What follows belongs to an exercise in optimizing a design on an open flow for small area, a short achievable clock period and few clock cycles per item; a production flow would make more cautious choices. Where RTL was checked, it was by simulation tests only, not by an equivalence proof against the original. For run 2, only the layout was checked, not whether the RTL still works. No activity file was given, so power comes from the tool's default toggle rates.

## flow/design.v (module list and top-level ports; edited modules follow where they fit)
// module Booth_v1: 2226 lines
// module Booth_fa: 6 lines
// module Booth_ha: 6 lines
module Booth_v1 #(parameter WIDTH=32)(clk, rst, start, multiplier, multiplicand, product, done);
  // ...
==> flow/flow/run.sh <==
#!/bin/bash
# Standard layout with two changes:
# - the port buffers are sky130_fd_sc_hd__buf_2 instead of the delay buffer buffer_ports
#   picks by default;
# - synthesis is the standard flow's own script (synth_recipe.tcl, run unchanged), except that Yosys's abc
#   call reads flow/abc_area_noup.script: ORFS's area script without its upsize/dnsize steps,
#   so gate sizing is left to OpenROAD's repair steps, which see the placement.
# Full tool output goes to standard.log; ORFS's own logs are under orfs/logs.
set -euo pipefail
export BUFFER_PORTS_ARGS="-buffer_cell sky130_fd_sc_hd__buf_2"
export MY_ABC_SCRIPT="$PWD/flow/abc_area_noup.script"
{
  echo 'proc abc {args} {'
  echo '  set i [lsearch -exact $args -script]'
  echo '  if {$i >= 0} { lset args [expr {$i + 1}] $::env(MY_ABC_SCRIPT) }'
  echo '  yosys abc {*}$args'
  echo '}'
  cat synth_recipe.tcl
} > flow_synth.tcl
grep -q 'SYNTH_SCRIPT=[^ ]*synth_recipe.tcl' standard.sh
sed "s#SYNTH_SCRIPT=[^ ]*synth_recipe.tcl#SYNTH_SCRIPT=$PWD/flow_synth.tcl#" standard.sh > flow_standard.sh
bash flow_standard.sh > standard.log 2>&1
==> flow/flow/abc_area_noup.script <==
strash
dch
map -B 0.9
topo
stime -c
buffer -c
==> flow/standard.sh <==
#!/bin/bash
# synth_recipe.tcl (not shown) runs the flow's synth.tcl, then flattens the netlist and writes it again
# the make line also repeats each setting of config.mk as NAME=value (left out here)
make -C /OpenROAD-flow-scripts/flow DESIGN_CONFIG=/design/flow/config.mk WORK_HOME=/design/flow/orfs CLKGATE_MAP_FILE= SYNTH_SCRIPT=/design/flow/synth_recipe.tcl "${@:-finish}"
==> flow/config.mk <==
export PLATFORM = sky130hd
export DESIGN_NAME = Booth_v1
export DESIGN_NICKNAME = Booth_v1
export VERILOG_FILES = /design/flow/design.v
export SDC_FILE = /design/flow/constraint.sdc
export NUM_CORES = 4
export LEC_CHECK = 0
export ABC_AREA = 1
export CAP_MARGIN = 20
export CORE_MARGIN = 2
export CORE_UTILIZATION = 50
export PLACE_DENSITY = 0.8
export SETUP_SLACK_MARGIN = 0.25
export SLEW_MARGIN = 20
export SYNTH_HIERARCHICAL = 1
==> flow/constraint.sdc <==
create_clock -name core_clock -period 5.0 [get_ports {clk}]
set_input_delay 1.0000 -clock core_clock [delete_from_list [all_inputs] [get_ports {clk}]]
set_output_delay 1.0000 -clock core_clock [all_outputs]
set_load 0.01 [all_outputs]
==> run notes, run 1 <==
- The run finished with no timing, DRC or antenna violations.
- The flip-flop and latch power is around 3 mW.
- Measured on the finished design, the core utilization comes to 0.5141.
- The proportion of synthesized flip-flops having asynchronous set or reset is 0.
- Buffers inserted to repair hold after CTS numbered 0.
- The startpoint of the worst register-to-register path is done.
- Sorting the synthesized cells by area gives the leading types as sky130_fd_sc_hd__fa_1, sky130_fd_sc_hd__xor2_1, sky130_fd_sc_hd__edfxtp_1, sky130_fd_sc_hd__o22ai_1, sky130_fd_sc_hd__clkbuf_8.
- The width of the die is roughly 240 um.
- The number of buffers added on ports is 131.
- The storage element area is 0.003353 mm2.
- Tap insertion was completed with between 700 and 800 tapcells.
- Wire segments on met3 add up to approximately 11000 um in the final route.
- After routing the design area is around 0.028 mm2.
- The synthesized netlist contains 27 unique library cells.
- The initial antenna violation count is 7.
- The area of the multi-input gates is 0.02000 mm2.
- The largest incremental delay on the critical path is between 0.6 and 0.7 ns.
- The count of flip-flops with a built-in enable after synthesis is 111.
- The register clock-pin slew on the reported worst setup and hold paths is 0.08 ns.
- The number of max-cap violations is 0.
- In the global route stage, met2 resource usage came out at 0.4191.
- The group with the largest share of power is combinational cells.
- The worst register-to-register path has a depth of 2.
- The cell depth of the worst setup path is 12.
- When the netlist entered floorplanning its net count stood at between 3000 and 4000.
- For this run, design rule violations remaining after detail routing come to 0.
- Routed signal wires occupy layers up through met5.
- The power share of the clock group is 0.043.
- The arrival time of the worst setup path is around 4.9 ns.
Testbench counts, summed over its fixed seeds: cycles 2,400, items 2,400.
==> inputs of run 2 (changes only) <==
--- a/flow/design.v
+++ b/flow/design.v
@@ -1585,116 +1585,144 @@
     wire g985 = c860 & s861;
     wire p986 = c860 ^ s861;
     wire g987 = c862 & s863;
     wire p988 = c862 ^ s863;
     wire g989 = c864 & s865;
     wire p990 = c864 ^ s865;
     wire g991 = c866 & s867;
     wire p992 = c866 ^ s867;
-    wire G993 = g963 | (p964 & g961);
-    wire P994 = p964 & p962;
-    wire G995 = g967 | (p968 & g965);
-    wire P996 = p968 & p966;
-    wire G997 = g971 | (p972 & g969);
-    wire P998 = p972 & p970;
-    wire G999 = g975 | (p976 & g973);
-    wire P1000 = p976 & p974;
-    wire G1001 = g979 | (p980 & g977);
-    wire P1002 = p980 & p978;
-    wire G1003 = g983 | (p984 & g981);
-    wire P1004 = p984 & p982;
-    wire G1005 = g987 | (p988 & g985);
-    wire P1006 = p988 & p986;
-    wire G1007 = g991 | (p992 & g989);
-    wire P1008 = p992 & p990;
-    wire G1009 = g965 | (p966 & G993);
-    wire P1010 = p966 & P994;
-    wire G1011 = G995 | (P996 & G993);
-    wire P1012 = P996 & P994;
-    wire G1013 = g973 | (p974 & G997);
-    wire P1014 = p974 & P998;
-    wire G1015 = G999 | (P1000 & G997);
-    wire P1016 = P1000 & P998;
-    wire G1017 = g981 | (p982 & G1001);
-    wire P1018 = p982 & P1002;
-    wire G1019 = G1003 | (P1004 & G1001);
-    wire P1020 = P1004 & P1002;
-    wire G1021 = g989 | (p990 & G1005);
-    wire P1022 = p990 & P1006;
-    wire G1023 = G1007 | (P1008 & G1005);
-    wire P1024 = P1008 & P1006;
-    wire G1025 = g969 | (p970 & G1011);
-    wire P1026 = p970 & P1012;
-    wire G1027 = G997 | (P998 & G1011);
-    wire P1028 = P998 & P1012;
-    wire G1029 = G1013 | (P1014 & G1011);
-    wire P1030 = P1014 & P1012;
-    wire G1031 = G1015 | (P1016 & G1011);
-    wire P1032 = P1016 & P1012;
-    wire G1033 = g985 | (p986 & G1019);
-    wire P1034 = p986 & P1020;
-    wire G1035 = G1005 | (P1006 & G1019);
-    wire P1036 = P1006 & P1020;
-    wire G1037 = G1021 | (P1022 & G1019);
-    wire P1038 = P1022 & P1020;
-    wire G1039 = G1023 | (P1024 & G1019);
-    wire P1040 = P1024 & P1020;
-    wire G1041 = g977 | (p978 & G1031);
-    wire P1042 = p978 & P1032;
-    wire G1043 = G1001 | (P1002 & G1031);
-    wire P1044 = P1002 & P1032;
-    wire G1045 = G1017 | (P1018 & G1031);
-    wire P1046 = P1018 & P1032;
-    wire G1047 = G1019 | (P1020 & G1031);
-    wire P1048 = P1020 & P1032;
-    wire G1049 = G1033 | (P1034 & G1031);
-    wire P1050 = P1034 & P1032;
-    wire G1051 = G1035 | (P1036 & G1031);
-    wire P1052 = P1036 & P1032;
-    wire G1053 = G1037 | (P1038 & G1031);
-    wire P1054 = P1038 & P1032;
-    wire G1055 = G1039 | (P1040 & G1031);
-    wire P1056 = P1040 & P1032;
-    wire sum1057 = p964 ^ g961;
-    wire sum1058 = p966 ^ G993;
-    wire sum1059 = p968 ^ G1009;
-    wire sum1060 = p970 ^ G1011;
-    wire sum1061 = p972 ^ G1025;
-    wire sum1062 = p974 ^ G1027;
-    wire sum1063 = p976 ^ G1029;
-    wire sum1064 = p978 ^ G1031;
-    wire sum1065 = p980 ^ G1041;
-    wire sum1066 = p982 ^ G1043;
-    wire sum1067 = p984 ^ G1045;
-    wire sum1068 = p986 ^ G1047;
-    wire sum1069 = p988 ^ G1049;
-    wire sum1070 = p990 ^ G1051;
-    wire sum1071 = p992 ^ G1053;
+    wire g993 = c868 & s869;
+    wire p994 = c868 ^ s869;
+    wire g995 = c870 & s871;
+    wire p996 = c870 ^ s871;
+    wire g997 = c872 & s873;
+    wire p998 = c872 ^ s873;
+    wire g999 = c874 & s875;
+    wire p1000 = c874 ^ s875;
+    wire G1001 = g963 | (p964 & g961);
+    wire P1002 = p964 & p962;
+    wire G1003 = g967 | (p968 & g965);
+    wire P1004 = p968 & p966;
+    wire G1005 = g971 | (p972 & g969);
+    wire P1006 = p972 & p970;
+    wire G1007 = g975 | (p976 & g973);
+    wire P1008 = p976 & p974;
+    wire G1009 = g979 | (p980 & g977);
+    wire P1010 = p980 & p978;
+    wire G1011 = g983 | (p984 & g981);
+    wire P1012 = p984 & p982;
+    wire G1013 = g987 | (p988 & g985);
+    wire P1014 = p988 & p986;
+    wire G1015 = g991 | (p992 & g989);
+    wire P1016 = p992 & p990;
+    wire G1017 = g995 | (p996 & g993);
+    wire P1018 = p996 & p994;
+    wire G1019 = g999 | (p1000 & g997);
+    wire P1020 = p1000 & p998;
+    wire G1021 = g965 | (p966 & G1001);
+    wire P1022 = p966 & P1002;
+    wire G1023 = G1003 | (P1004 & G1001);
+    wire P1024 = P1004 & P1002;
+    wire G1025 = g973 | (p974 & G1005);
+    wire P1026 = p974 & P1006;
+    wire G1027 = G1007 | (P1008 & G1005);
+    wire P1028 = P1008 & P1006;
+    wire G1029 = g981 | (p982 & G1009);
+    wire P1030 = p982 & P1010;
+    wire G1031 = G1011 | (P1012 & G1009);
+    wire P1032 = P1012 & P1010;
+    wire G1033 = g989 | (p990 & G1013);
+    wire P1034 = p990 & P1014;
+    wire G1035 = G1015 | (P1016 & G1013);
+    wire P1036 = P1016 & P1014;
+    wire G1037 = g997 | (p998 & G1017);
+    wire P1038 = p998 & P1018;
+    wire G1039 = G1019 | (P1020 & G1017);
+    wire P1040 = P1020 & P1018;
+    wire G1041 = g969 | (p970 & G1023);
+    wire P1042 = p970 & P1024;
+    wire G1043 = G1005 | (P1006 & G1023);
+    wire P1044 = P1006 & P1024;
+    wire G1045 = G1025 | (P1026 & G1023);
+    wire P1046 = P1026 & P1024;
+    wire G1047 = G1027 | (P1028 & G1023);
+    wire P1048 = P1028 & P1024;
+    wire G1049 = g985 | (p986 & G1031);
+    wire P1050 = p986 & P1032;
+    wire G1051 = G1013 | (P1014 & G1031);
+    wire P1052 = P1014 & P1032;
+    wire G1053 = G1033 | (P1034 & G1031);
+    wire P1054 = P1034 & P1032;
+    wire G1055 = G1035 | (P1036 & G1031);
+    wire P1056 = P1036 & P1032;
+    wire G1057 = g977 | (p978 & G1047);
+    wire P1058 = p978 & P1048;
+    wire G1059 = G1009 | (P1010 & G1047);
+    wire P1060 = P1010 & P1048;
+    wire G1061 = G1029 | (P1030 & G1047);
+    wire P1062 = P1030 & P1048;
+    wire G1063 = G1031 | (P1032 & G1047);
+    wire P1064 = P1032 & P1048;
+    wire G1065 = G1049 | (P1050 & G1047);
+    wire P1066 = P1050 & P1048;
+    wire G1067 = G1051 | (P1052 & G1047);
+    wire P1068 = P1052 & P1048;
+    wire G1069 = G1053 | (P1054 & G1047);
+    wire P1070 = P1054 & P1048;
+    wire G1071 = G1055 | (P1056 & G1047);
+    wire P1072 = P1056 & P1048;
+    wire G1073 = g993 | (p994 & G1071);
+    wire P1074 = p994 & P1072;
+    wire G1075 = G1017 | (P1018 & G1071);
+    wire P1076 = P1018 & P1072;
+    wire G1077 = G1037 | (P1038 & G1071);
+    wire P1078 = P1038 & P1072;
+    wire G1079 = G1039 | (P1040 & G1071);
+    wire P1080 = P1040 & P1072;
+    wire sum1081 = p964 ^ g961;
+    wire sum1082 = p966 ^ G1001;
+    wire sum1083 = p968 ^ G1021;
+    wire sum1084 = p970 ^ G1023;
+    wire sum1085 = p972 ^ G1041;
+    wire sum1086 = p974 ^ G1043;
+    wire sum1087 = p976 ^ G1045;
+    wire sum1088 = p978 ^ G1047;
+    wire sum1089 = p980 ^ G1057;
+    wire sum1090 = p982 ^ G1059;
+    wire sum1091 = p984 ^ G1061;
+    wire sum1092 = p986 ^ G1063;
+    wire sum1093 = p988 ^ G1065;
+    wire sum1094 = p990 ^ G1067;
+    wire sum1095 = p992 ^ G1069;
+    wire sum1096 = p994 ^ G1071;
+    wire sum1097 = p996 ^ G1073;
+    wire sum1098 = p998 ^ G1075;
+    wire sum1099 = p1000 ^ G1077;
     reg ql0;
     reg ql1;
     reg ql2;
     reg ql3;
     reg ql4;
     reg ql5;
     reg ql6;
     reg ql7;
     reg ql8;
     reg ql9;
     reg ql10;
     reg ql11;
     reg ql12;
     reg ql13;
     reg ql14;
     reg ql15;
-    reg qc16;
-    reg qa16;
-    reg qa17;
-    reg qa18;
-    reg qa19;
+    reg ql16;
+    reg ql17;
+    reg ql18;
+    reg ql19;
+    reg qc20;
     reg qa20;
     reg qa21;
     reg qa22;
     reg qa23;
     reg qa24;
     reg qa25;
     reg qa26;
     reg qa27;
@@ -1728,20 +1756,16 @@
     reg qa55;
     reg qa56;
     reg qa57;
     reg qa58;
     reg qa59;
     reg qa60;
     reg qa61;
     reg qa62;
-    reg qb16;
-    reg qb17;
-    reg qb18;
-    reg qb19;
     reg qb20;
     reg qb21;
     reg qb22;
     reg qb23;
     reg qb24;
     reg qb25;
     reg qb26;
     reg qb27;
@@ -1775,366 +1799,336 @@
     reg qb55;
     reg qb56;
     reg qb57;
     reg qb58;
     reg qb59;
     reg qb60;
     reg qb61;
     reg qb62;
-    wire g1072 = qa16 & qb16;
-    wire p1073 = qa16 ^ qb16;
-    wire g1074 = qa17 & qb17;
-    wire p1075 = qa17 ^ qb17;
-    wire g1076 = qa18 & qb18;
-    wire p1077 = qa18 ^ qb18;
-    wire g1078 = qa19 & qb19;
-    wire p1079 = qa19 ^ qb19;
-    wire g1080 = qa20 & qb20;
-    wire p1081 = qa20 ^ qb20;
-    wire g1082 = qa21 & qb21;
-    wire p1083 = qa21 ^ qb21;
-    wire g1084 = qa22 & qb22;
-    wire p1085 = qa22 ^ qb22;
-    wire g1086 = qa23 & qb23;
-    wire p1087 = qa23 ^ qb23;
-    wire g1088 = qa24 & qb24;
-    wire p1089 = qa24 ^ qb24;
-    wire g1090 = qa25 & qb25;
-    wire p1091 = qa25 ^ qb25;
-    wire g1092 = qa26 & qb26;
-    wire p1093 = qa26 ^ qb26;
-    wire g1094 = qa27 & qb27;
-    wire p1095 = qa27 ^ qb27;
-    wire g1096 = qa28 & qb28;
-    wire p1097 = qa28 ^ qb28;
-    wire g1098 = qa29 & qb29;
-    wire p1099 = qa29 ^ qb29;
-    wire g1100 = qa30 & qb30;
-    wire p1101 = qa30 ^ qb30;
-    wire g1102 = qa31 & qb31;
-    wire p1103 = qa31 ^ qb31;
-    wire g1104 = qa32 & qb32;
-    wire p1105 = qa32 ^ qb32;
-    wire g1106 = qa33 & qb33;
-    wire p1107 = qa33 ^ qb33;
-    wire g1108 = qa34 & qb34;
-    wire p1109 = qa34 ^ qb34;
-    wire g1110 = qa35 & qb35;
-    wire p1111 = qa35 ^ qb35;
-    wire g1112 = qa36 & qb36;
-    wire p1113 = qa36 ^ qb36;
-    wire g1114 = qa37 & qb37;
-    wire p1115 = qa37 ^ qb37;
-    wire g1116 = qa38 & qb38;
-    wire p1117 = qa38 ^ qb38;
-    wire g1118 = qa39 & qb39;
-    wire p1119 = qa39 ^ qb39;
-    wire g1120 = qa40 & qb40;
-    wire p1121 = qa40 ^ qb40;
-    wire g1122 = qa41 & qb41;
-    wire p1123 = qa41 ^ qb41;
-    wire g1124 = qa42 & qb42;
-    wire p1125 = qa42 ^ qb42;
-    wire g1126 = qa43 & qb43;
-    wire p1127 = qa43 ^ qb43;
-    wire g1128 = qa44 & qb44;
-    wire p1129 = qa44 ^ qb44;
-    wire g1130 = qa45 & qb45;
-    wire p1131 = qa45 ^ qb45;
-    wire g1132 = qa46 & qb46;
-    wire p1133 = qa46 ^ qb46;
-    wire g1134 = qa47 & qb47;
-    wire p1135 = qa47 ^ qb47;
-    wire g1136 = qa48 & qb48;
-    wire p1137 = qa48 ^ qb48;
-    wire g1138 = qa49 & qb49;
-    wire p1139 = qa49 ^ qb49;
-    wire g1140 = qa50 & qb50;
-    wire p1141 = qa50 ^ qb50;
-    wire g1142 = qa51 & qb51;
-    wire p1143 = qa51 ^ qb51;
-    wire g1144 = qa52 & qb52;
-    wire p1145 = qa52 ^ qb52;
-    wire g1146 = qa53 & qb53;
-    wire p1147 = qa53 ^ qb53;
-    wire g1148 = qa54 & qb54;
-    wire p1149 = qa54 ^ qb54;
-    wire g1150 = qa55 & qb55;
-    wire p1151 = qa55 ^ qb55;
-    wire g1152 = qa56 & qb56;
-    wire p1153 = qa56 ^ qb56;
-    wire g1154 = qa57 & qb57;
-    wire p1155 = qa57 ^ qb57;
-    wire g1156 = qa58 & qb58;
-    wire p1157 = qa58 ^ qb58;
-    wire g1158 = qa59 & qb59;
-    wire p1159 = qa59 ^ qb59;
-    wire g1160 = qa60 & qb60;
-    wire p1161 = qa60 ^ qb60;
-    wire g1162 = qa61 & qb61;
-    wire p1163 = qa61 ^ qb61;
-    wire g1164 = qa62 & qb62;
-    wire p1165 = qa62 ^ qb62;
-    wire g1166 = 1'b1 & 1'b0;
-    wire p1167 = 1'b1 ^ 1'b0;
-    wire G1168 = g1072 | (p1073 & qc16);
-    wire P1169 = p1073 & 1'b0;
-    wire G1170 = g1076 | (p1077 & g1074);
-    wire P1171 = p1077 & p1075;
-    wire G1172 = g1080 | (p1081 & g1078);
-    wire P1173 = p1081 & p1079;
-    wire G1174 = g1084 | (p1085 & g1082);
-    wire P1175 = p1085 & p1083;
-    wire G1176 = g1088 | (p1089 & g1086);
-    wire P1177 = p1089 & p1087;
-    wire G1178 = g1092 | (p1093 & g1090);
-    wire P1179 = p1093 & p1091;
-    wire G1180 = g1096 | (p1097 & g1094);
-    wire P1181 = p1097 & p1095;
-    wire G1182 = g1100 | (p1101 & g1098);
-    wire P1183 = p1101 & p1099;
-    wire G1184 = g1104 | (p1105 & g1102);
-    wire P1185 = p1105 & p1103;
-    wire G1186 = g1108 | (p1109 & g1106);
-    wire P1187 = p1109 & p1107;
-    wire G1188 = g1112 | (p1113 & g1110);
-    wire P1189 = p1113 & p1111;
-    wire G1190 = g1116 | (p1117 & g1114);
-    wire P1191 = p1117 & p1115;
-    wire G1192 = g1120 | (p1121 & g1118);
-    wire P1193 = p1121 & p1119;
-    wire G1194 = g1124 | (p1125 & g1122);
-    wire P1195 = p1125 & p1123;
-    wire G1196 = g1128 | (p1129 & g1126);
-    wire P1197 = p1129 & p1127;
-    wire G1198 = g1132 | (p1133 & g1130);
-    wire P1199 = p1133 & p1131;
-    wire G1200 = g1136 | (p1137 & g1134);
-    wire P1201 = p1137 & p1135;
-    wire G1202 = g1140 | (p1141 & g1138);
-    wire P1203 = p1141 & p1139;
-    wire G1204 = g1144 | (p1145 & g1142);
-    wire P1205 = p1145 & p1143;
-    wire G1206 = g1148 | (p1149 & g1146);
-    wire P1207 = p1149 & p1147;
-    wire G1208 = g1152 | (p1153 & g1150);
-    wire P1209 = p1153 & p1151;
-    wire G1210 = g1156 | (p1157 & g1154);
-    wire P1211 = p1157 & p1155;
-    wire G1212 = g1160 | (p1161 & g1158);
-    wire P1213 = p1161 & p1159;
-    wire G1214 = g1164 | (p1165 & g1162);
-    wire P1215 = p1165 & p1163;
-    wire G1216 = G1170 | (P1171 & G1168);
-    wire P1217 = P1171 & P1169;
-    wire G1218 = G1174 | (P1175 & G1172);
-    wire P1219 = P1175 & P1173;
-    wire G1220 = G1178 | (P1179 & G1176);
-    wire P1221 = P1179 & P1177;
-    wire G1222 = G1182 | (P1183 & G1180);
-    wire P1223 = P1183 & P1181;
-    wire G1224 = G1186 | (P1187 & G1184);
-    wire P1225 = P1187 & P1185;
-    wire G1226 = G1190 | (P1191 & G1188);
-    wire P1227 = P1191 & P1189;
-    wire G1228 = G1194 | (P1195 & G1192);
-    wire P1229 = P1195 & P1193;
-    wire G1230 = G1198 | (P1199 & G1196);
-    wire P1231 = P1199 & P1197;
-    wire G1232 = G1202 | (P1203 & G1200);
-    wire P1233 = P1203 & P1201;
-    wire G1234 = G1206 | (P1207 & G1204);
-    wire P1235 = P1207 & P1205;
-    wire G1236 = G1210 | (P1211 & G1208);
-    wire P1237 = P1211 & P1209;
-    wire G1238 = G1214 | (P1215 & G1212);
-    wire P1239 = P1215 & P1213;
-    wire G1240 = G1218 | (P1219 & G1216);
-    wire P1241 = P1219 & P1217;
-    wire G1242 = G1222 | (P1223 & G1220);
-    wire P1243 = P1223 & P1221;
-    wire G1244 = G1226 | (P1227 & G1224);
-    wire P1245 = P1227 & P1225;
-    wire G1246 = G1230 | (P1231 & G1228);
-    wire P1247 = P1231 & P1229;
-    wire G1248 = G1234 | (P1235 & G1232);
-    wire P1249 = P1235 & P1233;
-    wire G1250 = G1238 | (P1239 & G1236);
-    wire P1251 = P1239 & P1237;
-    wire G1252 = G1242 | (P1243 & G1240);
-    wire P1253 = P1243 & P1241;
-    wire G1254 = G1246 | (P1247 & G1244);
-    wire P1255 = P1247 & P1245;
-    wire G1256 = G1250 | (P1251 & G1248);
-    wire P1257 = P1251 & P1249;
-    wire G1258 = G1254 | (P1255 & G1252);
-    wire P1259 = P1255 & P1253;
-    wire G1260 = G1256 | (P1257 & G1258);
-    wire P1261 = P1257 & P1259;
-    wire G1262 = G1244 | (P1245 & G1252);
-    wire P1263 = P1245 & P1253;
-    wire G1264 = G1248 | (P1249 & G1258);
-    wire P1265 = P1249 & P1259;
-    wire G1266 = G1220 | (P1221 & G1240);
-    wire P1267 = P1221 & P1241;
-    wire G1268 = G1224 | (P1225 & G1252);
-    wire P1269 = P1225 & P1253;
-    wire G1270 = G1228 | (P1229 & G1262);
-    wire P1271 = P1229 & P1263;
-    wire G1272 = G1232 | (P1233 & G1258);
-    wire P1273 = P1233 & P1259;
-    wire G1274 = G1236 | (P1237 & G1264);
-    wire P1275 = P1237 & P1265;
-    wire G1276 = G1172 | (P1173 & G1216);
-    wire P1277 = P1173 & P1217;
-    wire G1278 = G1176 | (P1177 & G1240);
-    wire P1279 = P1177 & P1241;
-    wire G1280 = G1180 | (P1181 & G1266);
-    wire P1281 = P1181 & P1267;
-    wire G1282 = G1184 | (P1185 & G1252);
-    wire P1283 = P1185 & P1253;
-    wire G1284 = G1188 | (P1189 & G1268);
-    wire P1285 = P1189 & P1269;
-    wire G1286 = G1192 | (P1193 & G1262);
-    wire P1287 = P1193 & P1263;
-    wire G1288 = G1196 | (P1197 & G1270);
-    wire P1289 = P1197 & P1271;
-    wire G1290 = G1200 | (P1201 & G1258);
-    wire P1291 = P1201 & P1259;
-    wire G1292 = G1204 | (P1205 & G1272);
-    wire P1293 = P1205 & P1273;
-    wire G1294 = G1208 | (P1209 & G1264);
-    wire P1295 = P1209 & P1265;
-    wire G1296 = G1212 | (P1213 & G1274);
-    wire P1297 = P1213 & P1275;
-    wire G1298 = g1074 | (p1075 & G1168);
-    wire P1299 = p1075 & P1169;
-    wire G1300 = g1078 | (p1079 & G1216);
-    wire P1301 = p1079 & P1217;
-    wire G1302 = g1082 | (p1083 & G1276);
-    wire P1303 = p1083 & P1277;
-    wire G1304 = g1086 | (p1087 & G1240);
-    wire P1305 = p1087 & P1241;
-    wire G1306 = g1090 | (p1091 & G1278);
-    wire P1307 = p1091 & P1279;
-    wire G1308 = g1094 | (p1095 & G1266);
-    wire P1309 = p1095 & P1267;
-    wire G1310 = g1098 | (p1099 & G1280);
-    wire P1311 = p1099 & P1281;
-    wire G1312 = g1102 | (p1103 & G1252);
-    wire P1313 = p1103 & P1253;
-    wire G1314 = g1106 | (p1107 & G1282);
-    wire P1315 = p1107 & P1283;
-    wire G1316 = g1110 | (p1111 & G1268);
-    wire P1317 = p1111 & P1269;
-    wire G1318 = g1114 | (p1115 & G1284);
-    wire P1319 = p1115 & P1285;
-    wire G1320 = g1118 | (p1119 & G1262);
-    wire P1321 = p1119 & P1263;
-    wire G1322 = g1122 | (p1123 & G1286);
-    wire P1323 = p1123 & P1287;
-    wire G1324 = g1126 | (p1127 & G1270);
-    wire P1325 = p1127 & P1271;
-    wire G1326 = g1130 | (p1131 & G1288);
-    wire P1327 = p1131 & P1289;
-    wire G1328 = g1134 | (p1135 & G1258);
-    wire P1329 = p1135 & P1259;
-    wire G1330 = g1138 | (p1139 & G1290);
-    wire P1331 = p1139 & P1291;
-    wire G1332 = g1142 | (p1143 & G1272);
-    wire P1333 = p1143 & P1273;
-    wire G1334 = g1146 | (p1147 & G1292);
-    wire P1335 = p1147 & P1293;
-    wire G1336 = g1150 | (p1151 & G1264);
-    wire P1337 = p1151 & P1265;
-    wire G1338 = g1154 | (p1155 & G1294);
-    wire P1339 = p1155 & P1295;
-    wire G1340 = g1158 | (p1159 & G1274);
-    wire P1341 = p1159 & P1275;
-    wire G1342 = g1162 | (p1163 & G1296);
-    wire P1343 = p1163 & P1297;
-    wire G1344 = g1166 | (p1167 & G1260);
-    wire P1345 = p1167 & P1261;
-    wire sum1346 = p1073 ^ qc16;
-    wire sum1347 = p1075 ^ G1168;
-    wire sum1348 = p1077 ^ G1298;
-    wire sum1349 = p1079 ^ G1216;
-    wire sum1350 = p1081 ^ G1300;
-    wire sum1351 = p1083 ^ G1276;
-    wire sum1352 = p1085 ^ G1302;
-    wire sum1353 = p1087 ^ G1240;
-    wire sum1354 = p1089 ^ G1304;
-    wire sum1355 = p1091 ^ G1278;
-    wire sum1356 = p1093 ^ G1306;
-    wire sum1357 = p1095 ^ G1266;
-    wire sum1358 = p1097 ^ G1308;
-    wire sum1359 = p1099 ^ G1280;
-    wire sum1360 = p1101 ^ G1310;
-    wire sum1361 = p1103 ^ G1252;
-    wire sum1362 = p1105 ^ G1312;
-    wire sum1363 = p1107 ^ G1282;
-    wire sum1364 = p1109 ^ G1314;
-    wire sum1365 = p1111 ^ G1268;
-    wire sum1366 = p1113 ^ G1316;
-    wire sum1367 = p1115 ^ G1284;
-    wire sum1368 = p1117 ^ G1318;
-    wire sum1369 = p1119 ^ G1262;
-    wire sum1370 = p1121 ^ G1320;
-    wire sum1371 = p1123 ^ G1286;
-    wire sum1372 = p1125 ^ G1322;
-    wire sum1373 = p1127 ^ G1270;
-    wire sum1374 = p1129 ^ G1324;
-    wire sum1375 = p1131 ^ G1288;
-    wire sum1376 = p1133 ^ G1326;
-    wire sum1377 = p1135 ^ G1258;
-    wire sum1378 = p1137 ^ G1328;
-    wire sum1379 = p1139 ^ G1290;
-    wire sum1380 = p1141 ^ G1330;
-    wire sum1381 = p1143 ^ G1272;
-    wire sum1382 = p1145 ^ G1332;
-    wire sum1383 = p1147 ^ G1292;
-    wire sum1384 = p1149 ^ G1334;
-    wire sum1385 = p1151 ^ G1264;
-    wire sum1386 = p1153 ^ G1336;
-    wire sum1387 = p1155 ^ G1294;
-    wire sum1388 = p1157 ^ G1338;
-    wire sum1389 = p1159 ^ G1274;
-    wire sum1390 = p1161 ^ G1340;
-    wire sum1391 = p1163 ^ G1296;
-    wire sum1392 = p1165 ^ G1342;
-    wire sum1393 = p1167 ^ G1260;
-    assign p = {sum1393, sum1392, sum1391, sum1390, sum1389, sum1388, sum1387, sum1386, sum1385, sum1384, sum1383, sum1382, sum1381, sum1380, sum1379, sum1378, sum1377, sum1376, sum1375, sum1374, sum1373, sum1372, sum1371, sum1370, sum1369, sum1368, sum1367, sum1366, sum1365, sum1364, sum1363, sum1362, sum1361, sum1360, sum1359, sum1358, sum1357, sum1356, sum1355, sum1354, sum1353, sum1352, sum1351, sum1350, sum1349, sum1348, sum1347, sum1346, ql15, ql14, ql13, ql12, ql11, ql10, ql9, ql8, ql7, ql6, ql5, ql4, ql3, ql2, ql1, ql0};
+    wire g1100 = qa20 & qb20;
+    wire p1101 = qa20 ^ qb20;
+    wire g1102 = qa21 & qb21;
+    wire p1103 = qa21 ^ qb21;
+    wire g1104 = qa22 & qb22;
+    wire p1105 = qa22 ^ qb22;
+    wire g1106 = qa23 & qb23;
+    wire p1107 = qa23 ^ qb23;
+    wire g1108 = qa24 & qb24;
+    wire p1109 = qa24 ^ qb24;
+    wire g1110 = qa25 & qb25;
+    wire p1111 = qa25 ^ qb25;
+    wire g1112 = qa26 & qb26;
+    wire p1113 = qa26 ^ qb26;
+    wire g1114 = qa27 & qb27;
+    wire p1115 = qa27 ^ qb27;
+    wire g1116 = qa28 & qb28;
+    wire p1117 = qa28 ^ qb28;
+    wire g1118 = qa29 & qb29;
+    wire p1119 = qa29 ^ qb29;
+    wire g1120 = qa30 & qb30;
+    wire p1121 = qa30 ^ qb30;
+    wire g1122 = qa31 & qb31;
+    wire p1123 = qa31 ^ qb31;
+    wire g1124 = qa32 & qb32;
+    wire p1125 = qa32 ^ qb32;
+    wire g1126 = qa33 & qb33;
+    wire p1127 = qa33 ^ qb33;
+    wire g1128 = qa34 & qb34;
+    wire p1129 = qa34 ^ qb34;
+    wire g1130 = qa35 & qb35;
+    wire p1131 = qa35 ^ qb35;
+    wire g1132 = qa36 & qb36;
+    wire p1133 = qa36 ^ qb36;
+    wire g1134 = qa37 & qb37;
+    wire p1135 = qa37 ^ qb37;
+    wire g1136 = qa38 & qb38;
+    wire p1137 = qa38 ^ qb38;
+    wire g1138 = qa39 & qb39;
+    wire p1139 = qa39 ^ qb39;
+    wire g1140 = qa40 & qb40;
+    wire p1141 = qa40 ^ qb40;
+    wire g1142 = qa41 & qb41;
+    wire p1143 = qa41 ^ qb41;
+    wire g1144 = qa42 & qb42;
+    wire p1145 = qa42 ^ qb42;
+    wire g1146 = qa43 & qb43;
+    wire p1147 = qa43 ^ qb43;
+    wire g1148 = qa44 & qb44;
+    wire p1149 = qa44 ^ qb44;
+    wire g1150 = qa45 & qb45;
+    wire p1151 = qa45 ^ qb45;
+    wire g1152 = qa46 & qb46;
+    wire p1153 = qa46 ^ qb46;
+    wire g1154 = qa47 & qb47;
+    wire p1155 = qa47 ^ qb47;
+    wire g1156 = qa48 & qb48;
+    wire p1157 = qa48 ^ qb48;
+    wire g1158 = qa49 & qb49;
+    wire p1159 = qa49 ^ qb49;
+    wire g1160 = qa50 & qb50;
+    wire p1161 = qa50 ^ qb50;
+    wire g1162 = qa51 & qb51;
+    wire p1163 = qa51 ^ qb51;
+    wire g1164 = qa52 & qb52;
+    wire p1165 = qa52 ^ qb52;
+    wire g1166 = qa53 & qb53;
+    wire p1167 = qa53 ^ qb53;
+    wire g1168 = qa54 & qb54;
+    wire p1169 = qa54 ^ qb54;
+    wire g1170 = qa55 & qb55;
+    wire p1171 = qa55 ^ qb55;
+    wire g1172 = qa56 & qb56;
+    wire p1173 = qa56 ^ qb56;
+    wire g1174 = qa57 & qb57;
+    wire p1175 = qa57 ^ qb57;
+    wire g1176 = qa58 & qb58;
+    wire p1177 = qa58 ^ qb58;
+    wire g1178 = qa59 & qb59;
+    wire p1179 = qa59 ^ qb59;
+    wire g1180 = qa60 & qb60;
+    wire p1181 = qa60 ^ qb60;
+    wire g1182 = qa61 & qb61;
+    wire p1183 = qa61 ^ qb61;
+    wire g1184 = qa62 & qb62;
+    wire p1185 = qa62 ^ qb62;
+    wire g1186 = 1'b1 & 1'b0;
+    wire p1187 = 1'b1 ^ 1'b0;
+    wire G1188 = g1100 | (p1101 & qc20);
+    wire P1189 = p1101 & 1'b0;
+    wire G1190 = g1104 | (p1105 & g1102);
+    wire P1191 = p1105 & p1103;
+    wire G1192 = g1108 | (p1109 & g1106);
+    wire P1193 = p1109 & p1107;
+    wire G1194 = g1112 | (p1113 & g1110);
+    wire P1195 = p1113 & p1111;
+    wire G1196 = g1116 | (p1117 & g1114);
+    wire P1197 = p1117 & p1115;
+    wire G1198 = g1120 | (p1121 & g1118);
+    wire P1199 = p1121 & p1119;
+    wire G1200 = g1124 | (p1125 & g1122);
+    wire P1201 = p1125 & p1123;
+    wire G1202 = g1128 | (p1129 & g1126);
+    wire P1203 = p1129 & p1127;
+    wire G1204 = g1132 | (p1133 & g1130);
+    wire P1205 = p1133 & p1131;
+    wire G1206 = g1136 | (p1137 & g1134);
+    wire P1207 = p1137 & p1135;
+    wire G1208 = g1140 | (p1141 & g1138);
+    wire P1209 = p1141 & p1139;
+    wire G1210 = g1144 | (p1145 & g1142);
+    wire P1211 = p1145 & p1143;
+    wire G1212 = g1148 | (p1149 & g1146);
+    wire P1213 = p1149 & p1147;
+    wire G1214 = g1152 | (p1153 & g1150);
+    wire P1215 = p1153 & p1151;
+    wire G1216 = g1156 | (p1157 & g1154);
+    wire P1217 = p1157 & p1155;
+    wire G1218 = g1160 | (p1161 & g1158);
+    wire P1219 = p1161 & p1159;
+    wire G1220 = g1164 | (p1165 & g1162);
+    wire P1221 = p1165 & p1163;
+    wire G1222 = g1168 | (p1169 & g1166);
+    wire P1223 = p1169 & p1167;
+    wire G1224 = g1172 | (p1173 & g1170);
+    wire P1225 = p1173 & p1171;
+    wire G1226 = g1176 | (p1177 & g1174);
+    wire P1227 = p1177 & p1175;
+    wire G1228 = g1180 | (p1181 & g1178);
+    wire P1229 = p1181 & p1179;
+    wire G1230 = g1184 | (p1185 & g1182);
+    wire P1231 = p1185 & p1183;
+    wire G1232 = G1190 | (P1191 & G1188);
+    wire P1233 = P1191 & P1189;
+    wire G1234 = G1194 | (P1195 & G1192);
+    wire P1235 = P1195 & P1193;
+    wire G1236 = G1198 | (P1199 & G1196);
+    wire P1237 = P1199 & P1197;
+    wire G1238 = G1202 | (P1203 & G1200);
+    wire P1239 = P1203 & P1201;
+    wire G1240 = G1206 | (P1207 & G1204);
+    wire P1241 = P1207 & P1205;
+    wire G1242 = G1210 | (P1211 & G1208);
+    wire P1243 = P1211 & P1209;
+    wire G1244 = G1214 | (P1215 & G1212);
+    wire P1245 = P1215 & P1213;
+    wire G1246 = G1218 | (P1219 & G1216);
+    wire P1247 = P1219 & P1217;
+    wire G1248 = G1222 | (P1223 & G1220);
+    wire P1249 = P1223 & P1221;
+    wire G1250 = G1226 | (P1227 & G1224);
+    wire P1251 = P1227 & P1225;
+    wire G1252 = G1230 | (P1231 & G1228);
+    wire P1253 = P1231 & P1229;
+    wire G1254 = G1234 | (P1235 & G1232);
+    wire P1255 = P1235 & P1233;
+    wire G1256 = G1238 | (P1239 & G1236);
+    wire P1257 = P1239 & P1237;
+    wire G1258 = G1242 | (P1243 & G1240);
+    wire P1259 = P1243 & P1241;
+    wire G1260 = G1246 | (P1247 & G1244);
+    wire P1261 = P1247 & P1245;
+    wire G1262 = G1250 | (P1251 & G1248);
+    wire P1263 = P1251 & P1249;
+    wire G1264 = G1256 | (P1257 & G1254);
+    wire P1265 = P1257 & P1255;
+    wire G1266 = G1260 | (P1261 & G1258);
+    wire P1267 = P1261 & P1259;
+    wire G1268 = G1266 | (P1267 & G1264);
+    wire P1269 = P1267 & P1265;
+    wire G1270 = G1258 | (P1259 & G1264);
+    wire P1271 = P1259 & P1265;
+    wire G1272 = G1262 | (P1263 & G1268);
+    wire P1273 = P1263 & P1269;
+    wire G1274 = G1236 | (P1237 & G1254);
+    wire P1275 = P1237 & P1255;
+    wire G1276 = G1240 | (P1241 & G1264);
+    wire P1277 = P1241 & P1265;
+    wire G1278 = G1244 | (P1245 & G1270);
+    wire P1279 = P1245 & P1271;
+    wire G1280 = G1248 | (P1249 & G1268);
+    wire P1281 = P1249 & P1269;
+    wire G1282 = G1252 | (P1253 & G1272);
+    wire P1283 = P1253 & P1273;
+    wire G1284 = G1192 | (P1193 & G1232);
+    wire P1285 = P1193 & P1233;
+    wire G1286 = G1196 | (P1197 & G1254);
+    wire P1287 = P1197 & P1255;
+    wire G1288 = G1200 | (P1201 & G1274);
+    wire P1289 = P1201 & P1275;
+    wire G1290 = G1204 | (P1205 & G1264);
+    wire P1291 = P1205 & P1265;
+    wire G1292 = G1208 | (P1209 & G1276);
+    wire P1293 = P1209 & P1277;
+    wire G1294 = G1212 | (P1213 & G1270);
+    wire P1295 = P1213 & P1271;
+    wire G1296 = G1216 | (P1217 & G1278);
+    wire P1297 = P1217 & P1279;
+    wire G1298 = G1220 | (P1221 & G1268);
+    wire P1299 = P1221 & P1269;
+    wire G1300 = G1224 | (P1225 & G1280);
+    wire P1301 = P1225 & P1281;
+    wire G1302 = G1228 | (P1229 & G1272);
+    wire P1303 = P1229 & P1273;
+    wire G1304 = g1102 | (p1103 & G1188);
+    wire P1305 = p1103 & P1189;
+    wire G1306 = g1106 | (p1107 & G1232);
+    wire P1307 = p1107 & P1233;
+    wire G1308 = g1110 | (p1111 & G1284);
+    wire P1309 = p1111 & P1285;
+    wire G1310 = g1114 | (p1115 & G1254);
+    wire P1311 = p1115 & P1255;
+    wire G1312 = g1118 | (p1119 & G1286);
+    wire P1313 = p1119 & P1287;
+    wire G1314 = g1122 | (p1123 & G1274);
+    wire P1315 = p1123 & P1275;
+    wire G1316 = g1126 | (p1127 & G1288);
+    wire P1317 = p1127 & P1289;
+    wire G1318 = g1130 | (p1131 & G1264);
+    wire P1319 = p1131 & P1265;
+    wire G1320 = g1134 | (p1135 & G1290);
+    wire P1321 = p1135 & P1291;
+    wire G1322 = g1138 | (p1139 & G1276);
+    wire P1323 = p1139 & P1277;
+    wire G1324 = g1142 | (p1143 & G1292);
+    wire P1325 = p1143 & P1293;
+    wire G1326 = g1146 | (p1147 & G1270);
+    wire P1327 = p1147 & P1271;
+    wire G1328 = g1150 | (p1151 & G1294);
+    wire P1329 = p1151 & P1295;
+    wire G1330 = g1154 | (p1155 & G1278);
+    wire P1331 = p1155 & P1279;
+    wire G1332 = g1158 | (p1159 & G1296);
+    wire P1333 = p1159 & P1297;
+    wire G1334 = g1162 | (p1163 & G1268);
+    wire P1335 = p1163 & P1269;
+    wire G1336 = g1166 | (p1167 & G1298);
+    wire P1337 = p1167 & P1299;
+    wire G1338 = g1170 | (p1171 & G1280);
+    wire P1339 = p1171 & P1281;
+    wire G1340 = g1174 | (p1175 & G1300);
+    wire P1341 = p1175 & P1301;
+    wire G1342 = g1178 | (p1179 & G1272);
+    wire P1343 = p1179 & P1273;
+    wire G1344 = g1182 | (p1183 & G1302);
+    wire P1345 = p1183 & P1303;
+    wire G1346 = g1186 | (p1187 & G1282);
+    wire P1347 = p1187 & P1283;
+    wire sum1348 = p1101 ^ qc20;
+    wire sum1349 = p1103 ^ G1188;
+    wire sum1350 = p1105 ^ G1304;
+    wire sum1351 = p1107 ^ G1232;
+    wire sum1352 = p1109 ^ G1306;
+    wire sum1353 = p1111 ^ G1284;
+    wire sum1354 = p1113 ^ G1308;
+    wire sum1355 = p1115 ^ G1254;
+    wire sum1356 = p1117 ^ G1310;
+    wire sum1357 = p1119 ^ G1286;
+    wire sum1358 = p1121 ^ G1312;
+    wire sum1359 = p1123 ^ G1274;
+    wire sum1360 = p1125 ^ G1314;
+    wire sum1361 = p1127 ^ G1288;
+    wire sum1362 = p1129 ^ G1316;
+    wire sum1363 = p1131 ^ G1264;
+    wire sum1364 = p1133 ^ G1318;
+    wire sum1365 = p1135 ^ G1290;
+    wire sum1366 = p1137 ^ G1320;
+    wire sum1367 = p1139 ^ G1276;
+    wire sum1368 = p1141 ^ G1322;
+    wire sum1369 = p1143 ^ G1292;
+    wire sum1370 = p1145 ^ G1324;
+    wire sum1371 = p1147 ^ G1270;
+    wire sum1372 = p1149 ^ G1326;
+    wire sum1373 = p1151 ^ G1294;
+    wire sum1374 = p1153 ^ G1328;
+    wire sum1375 = p1155 ^ G1278;
+    wire sum1376 = p1157 ^ G1330;
+    wire sum1377 = p1159 ^ G1296;
+    wire sum1378 = p1161 ^ G1332;
+    wire sum1379 = p1163 ^ G1268;
+    wire sum1380 = p1165 ^ G1334;
+    wire sum1381 = p1167 ^ G1298;
+    wire sum1382 = p1169 ^ G1336;
+    wire sum1383 = p1171 ^ G1280;
+    wire sum1384 = p1173 ^ G1338;
+    wire sum1385 = p1175 ^ G1300;
+    wire sum1386 = p1177 ^ G1340;
+    wire sum1387 = p1179 ^ G1272;
+    wire sum1388 = p1181 ^ G1342;
+    wire sum1389 = p1183 ^ G1302;
+    wire sum1390 = p1185 ^ G1344;
+    wire sum1391 = p1187 ^ G1282;
+    assign p = {sum1391, sum1390, sum1389, sum1388, sum1387, sum1386, sum1385, sum1384, sum1383, sum1382, sum1381, sum1380, sum1379, sum1378, sum1377, sum1376, sum1375, sum1374, sum1373, sum1372, sum1371, sum1370, sum1369, sum1368, sum1367, sum1366, sum1365, sum1364, sum1363, sum1362, sum1361, sum1360, sum1359, sum1358, sum1357, sum1356, sum1355, sum1354, sum1353, sum1352, sum1351, sum1350, sum1349, sum1348, ql19, ql18, ql17, ql16, ql15, ql14, ql13, ql12, ql11, ql10, ql9, ql8, ql7, ql6, ql5, ql4, ql3, ql2, ql1, ql0};
     always @(posedge clk) begin
         if (rst)
             done <= 1'b0;
         else if (start)
             done <= 1'b1;
         if (start) begin
             ql0 <= p962;
-            ql1 <= sum1057;
-            ql2 <= sum1058;
-            ql3 <= sum1059;
-            ql4 <= sum1060;
-            ql5 <= sum1061;
-            ql6 <= sum1062;
-            ql7 <= sum1063;
-            ql8 <= sum1064;
-            ql9 <= sum1065;
-            ql10 <= sum1066;
-            ql11 <= sum1067;
-            ql12 <= sum1068;
-            ql13 <= sum1069;
-            ql14 <= sum1070;
-            ql15 <= sum1071;
-            qc16 <= G1055;
-            qa16 <= c868;
-            qa17 <= c870;
-            qa18 <= c872;
-            qa19 <= c874;
+            ql1 <= sum1081;
+            ql2 <= sum1082;
+            ql3 <= sum1083;
+            ql4 <= sum1084;
+            ql5 <= sum1085;
+            ql6 <= sum1086;
+            ql7 <= sum1087;
+            ql8 <= sum1088;
+            ql9 <= sum1089;
+            ql10 <= sum1090;
+            ql11 <= sum1091;
+            ql12 <= sum1092;
+            ql13 <= sum1093;
+            ql14 <= sum1094;
+            ql15 <= sum1095;
+            ql16 <= sum1096;
+            ql17 <= sum1097;
+            ql18 <= sum1098;
+            ql19 <= sum1099;
+            qc20 <= G1079;
             qa20 <= c876;
             qa21 <= c878;
             qa22 <= c880;
             qa23 <= c882;
             qa24 <= c884;
             qa25 <= c886;
             qa26 <= c888;
             qa27 <= c890;
@@ -2168,20 +2162,16 @@
             qa55 <= c946;
             qa56 <= c948;
             qa57 <= c950;
             qa58 <= c952;
             qa59 <= c954;
             qa60 <= c956;
             qa61 <= c958;
             qa62 <= c960;
-            qb16 <= s869;
-            qb17 <= s871;
-            qb18 <= s873;
-            qb19 <= s875;
             qb20 <= s877;
             qb21 <= s879;
             qb22 <= s881;
             qb23 <= s883;
             qb24 <= s885;
             qb25 <= s887;
             qb26 <= s889;
             qb27 <= s891;
==> flow/flow/run.sh (replaced) <==
#!/bin/bash
# Standard layout, except that the port buffers are sky130_fd_sc_hd__buf_2 instead of the
# delay buffer buffer_ports picks by default. Full tool output goes to standard.log.
set -euo pipefail
export BUFFER_PORTS_ARGS="-buffer_cell sky130_fd_sc_hd__buf_2"
bash standard.sh > standard.log 2>&1
==> flow/config.mk (replaced) <==
export PLATFORM = sky130hd
export DESIGN_NAME = Booth_v1
export DESIGN_NICKNAME = Booth_v1
export VERILOG_FILES = /design/flow/design.v
export SDC_FILE = /design/flow/constraint.sdc
export NUM_CORES = 4
export LEC_CHECK = 0
export ABC_AREA = 1
export CAP_MARGIN = 20
export CORE_MARGIN = 2
export CORE_UTILIZATION = 50
export SETUP_SLACK_MARGIN = 0.25
export SLEW_MARGIN = 20
export SYNTH_HIERARCHICAL = 1
removed: flow/flow/abc_area_noup.script
==> run 2 against run 1 <==
  * Via count fell by 0.58%
  * Sequential share of layout area shrank 1.2 points
  * Register-to-register slack about the same
  * Design area grew 7.1%
  * Clock skew did not move
  * Clock power is 9.4% lower
  * Core utilization grew 6.4 points
  * Sequential power about the same
  * Critical endpoint is now qb32
  * Largest cell class unchanged
==> run notes, run 2 <==
- The cell seen most often among critical-path stages is sky130_fd_sc_hd__fa_2.
- The arrival time of the worst setup path is 4.93 ns (+0.05 ns).
- The first-pass GRT wire length is approximately 130000 um.
- The top cell types in the final layout, fill and taps aside, are sky130_fd_sc_hd__xor2_1, sky130_fd_sc_hd__fa_1, sky130_fd_sc_hd__o22ai_1.
- For this run, the register share of the synthesized area comes to 0.1231.
- The floorplan die area is roughly 0.054 mm2.
- The largest area contributor in the netlist is sky130_fd_sc_hd__fa_1.
- Across the routed clock network, the largest skew measured is 0 ns.
- The signal on the critical path passes through buf_4 -> nor2_4 -> o21ai_4 -> buf_12 -> buf_6 -> o22ai_1 -> xor2_1 -> fa_2 -> fa_2 -> fa_2 -> fa_2 -> fa_2 -> fa_2.
- The worst path buffer plus inverter count is 3.
- Setup repair after global routing could not meet its margin everywhere.
- The highest fanout seen on the critical path is 10.
- The count of nets after finishing is between 3000 and 4000.
- The share of total power dissipated in sequential elements is 0.130.
- The number of buffers added on ports is 131 (unchanged).
- CTS placed an instance of sky130_fd_sc_hd__clkbuf_16 at the clock tree root.
- The share of layout cells above drive strength 1 is 0.2956.
- The clock tree synthesis step divided the H-tree into 3 levels.
- The number of antenna diodes in the final layout is 0.
- The count of unresolved DRC violations after routing is 0 (unchanged).
- Across every metal layer, demand over resource in global routing totals 0.3135.
- The type of destination of the critical path is a register.
- The cell with the most instances after synthesis is sky130_fd_sc_hd__xor2_1.
- The starting density of the core is 0.5029.
- The first detailed-routing pass took 7 iterations.
- The register clock-pin slew on the reported worst setup and hold paths came to 0.09 ns (about the same).
- The hold violation total from the final report is 0.
- Once detail routing completed, the nets flagged for antenna violations numbered 0.
- The power share of the clock group is 0.034 (-0.009).
- The wire-length estimate of the detail-placed layout is 65810 um.
- At the end of routability-driven placement, the weighted congestion stood at between 0.9 and 1.
- The area growth from synthesis to layout is 15.03%.
- IR analysis of the VDD net gives a maximum drop of roughly 940 uV.
- Entering global routing, the biggest net connects slightly above 60 pins.
- The power density relative to cell area is 760.6 mW/mm2.
- The number of max-cap violations is 0 (unchanged).
- The maximum clock path buffer count is 2.
- Detailed routing inserted a total of between 20000 and 25000 vias.
- Power comes to about 23 mW.
- The hold buffer count at CTS is 0 (unchanged).
- The upper clock frequency limit is 0.2093 GHz.
- For this design the top-level I/O count stands at 132.
- For the pin with the worst max-slew slack, the measured transition is a little under 0.8 ns.
- Ranked by total cell area, the synthesized netlist is headed by sky130_fd_sc_hd__fa_1, sky130_fd_sc_hd__xor2_1, sky130_fd_sc_hd__edfxtp_1, sky130_fd_sc_hd__o22ai_1, sky130_fd_sc_hd__o22ai_2.
- The die is between 200 and 250 um tall.
- The per-cell via count in the routed design is 6.052.
- Summed over all layers, the routed wires come to 83740 um.
- The share of synthesized area in the top cell type comes to 0.3437.
- The setup violation total in the final timing report is 0.
- The number of warnings reported in the yosys synthesis log is 7.
- The clock drives ~110 sinks.
- The class of the worst hold path is reg2reg.
- Counting flops and latches in the post-synthesis netlist gives about 110.
- The post-route cell area was 0.03021 mm2 (+7.1%).
- The category of the worst setup path launch point is an input port.
- Dividing the final minimum period by the clock period gives 0.9554.
- For this run the aggregate overflow at the end of global routing stands at 0.
- The number of violations reported at the end of detailed-routing iteration 0 is around 1900.
- The width of the die was 233.2 um (-2.5%).
- The count of flip-flops with a built-in enable after synthesis came to 107 (-3.6%).
- The proportion of synthesized flip-flops having asynchronous set or reset is 0 (unchanged).
- The number of clock buffers added by TritonCTS is 9.
- The slowest cell on the critical path is sky130_fd_sc_hd__fa_2.
- The leakage power total is 12.88 nW.
- The clock latency on the worst-skew pair is approximately 0.40 ns.
- Among all flip-flop cells after synthesis, the most frequent one is sky130_fd_sc_hd__edfxtp_1.
- The part of the power in combinational logic is 0.837.
- The core area is 0.05224 mm2.
- The critical path is of the in2reg type.
- Row generation in the floorplan step produced 84 rows.
- The number of global-route vias before repair is around 21000.
- Of the total power, the share spent switching nets is 0.4762.
- The final number of max-transition violations is 0.
- Once placement finished, the instance area stood at around 0.029 mm2.
- TritonCTS built the clock tree.
- The category of cells accounting for the largest share of critical-path delay is adder cells.
- The clock period minus worst slack is around 4.8 ns.
- The cell count after synthesis came out at around 2500.
- The required time of the critical path is 5.16 ns.
- Dividing the detail-routed wire length by the instance count gives around 25 um.
- On the final layout, the worst hold slack is 0.4711 ns.
- The largest incremental delay on the critical path came to 0.58 ns (-0.05 ns).
- After synthesis, the most frequently instantiated cells are sky130_fd_sc_hd__xor2_1, sky130_fd_sc_hd__fa_1, sky130_fd_sc_hd__o22ai_1.
- The netlist area before placement is 0.02627 mm2.
- After synthesis, the mean cell area works out to 10.41 um2.
- Leaving out fill and tap cells, the most frequent cell in the layout is sky130_fd_sc_hd__xor2_1.
- Headroom to the max-slew limit came out at 0.4790.
- The count of distinct cell types in the synthesized netlist is 34 (+26%).
- The initial antenna violation count was 1 (-6).
- The run finished with no timing, DRC or antenna violations.
- Summed over all nets, the switching power comes to roughly 11 mW.
- The internal power contribution is 12.04 mW.
- The number of nets produced by synthesis is 3152 (+0.70%).
-- run 2: power by group through the flow --
stage	registers, mW	logic [mW]	clock network (mW)
global placement	2.98	18.1	0
CTS	2.99	18.9	0.801
detailed placement	3.00	18.5	0
floorplan	2.93	13.4	0
finish	2.98	19.2	0.775
global route	3.03	21.7	0.816
-- run 2: routing by layer --
| metal | track usage | wire (um) | vias to the layer above |
|---|---|---|---|
| li1 | - | - | 8802 |
| met1 | 0.4417 | 35940 | 10460 |
| met2 | 0.4799 | 37830 | 1039 |
| met3 | 0.04993 | 6403 | 161 |
| met4 | 0.1352 | 3539 | 2 |
| met5 | 0 | 21 | - |
-- run 2: what timing repair did --
| item | CTS | global route |
|---|---|---|
| endpoints found under the setup margin | 25 | 31 |
| gates resized for setup | 35 | 114 |
| pin swaps | 15 | 55 |
| gates cloned | 0 | 3 |
| buffers inserted | 3 | 17 |
-- run 2: layout make-up --
cell class | instances | area (um2)
Timing Repair Buffer | 474 | 3918
Multi-Input combinational cell | 1916 | 21230
Tap cell | 688 | 860.8
Clock inverter | 5 | 41.29
Sequential cell | 108 | 3233
Fill cell | 4475 | 22020
Inverter | 179 | 690.7
Clock buffer | 11 | 242.7
-- run 2: cell families after synthesis --
group | share of synthesized area
xor gates and xnor gates | 0.1804
adders and majority gates | 0.3966
buffers and inverters | 0.09403
AOI/OAI and AO/OA | 0.1670
DFF | 0.1231
and+or+nand+nor | 0.03887
-- run 2: per-stage QoR --
step	setup slack [ns]	setup TNS [ns]	util	instances
2_1_floorplan	-0.06230	-0.1086	-	2523
3_3_place_gp	-0.3924	-8.020	0.5571	3342
3_5_place_dp	-0.3963	-8.890	0.5571	3342
4_1_cts	0.2214	0	0.5659	3361
5_1_grt	0.1465	0	0.5784	3381
6_report	0.2229	0	0.5784	3381
-- run 2: final timing paths --
path	from	endpoint	slack (ns)	depth (start not counted)
hold / removal	done	done	0.47	2
setup / recovery	multiplier[2]	qb32	0.22	13
hold reg to reg	done	done	0.47	2
setup reg to reg	done	done	4.46	2
-- run 2: per-module statistics from Yosys, one instance, submodules excluded --
module	copies in the design	cells	flops+latches	area, um2
Booth_v1	1	2059	108	17270
Booth_ha	39	1	0	12.51
Booth_fa	425	1	0	20.02
-- run 2: worst min-delay path, stage by stage (launching register included) --
cell                      delay (ns)
sky130_fd_sc_hd__dfxtp_1        0.33
sky130_fd_sc_hd__nor2_1         0.04
sky130_fd_sc_hd__nor2_1         0.07

[port drivers added, routing unchanged]
No port has a modelled driver above. Below, the same layouts with a new extraction and two added sets of constraints.
Step 1, drivers: a clkbuf_16 drives clk and a buf_2 each remaining input, both assumed.
Step 2 times the ports against the registers' clock, not the clock port: input delays grow and output delays shrink by t, the midpoint of the rising clock arrivals with the driver on.
Slacks: ideal ports / drivers / drivers and shift; pairs: ideal ports / drivers.
run	shift t [ns]	setup WS [ns]	worst setup path at the end
run 1	0.473	0.268 / 0.288 / -0.184	input to register
run 2	0.457	0.223 / 0.253 / -0.203	input to register
Met with ideal ports but missed after step 2: setup timing in run 1 and run 2. For run 1, which loses most, drivers alone change the setup slack by +0.020 ns; drivers and shift together by -0.452 ns.
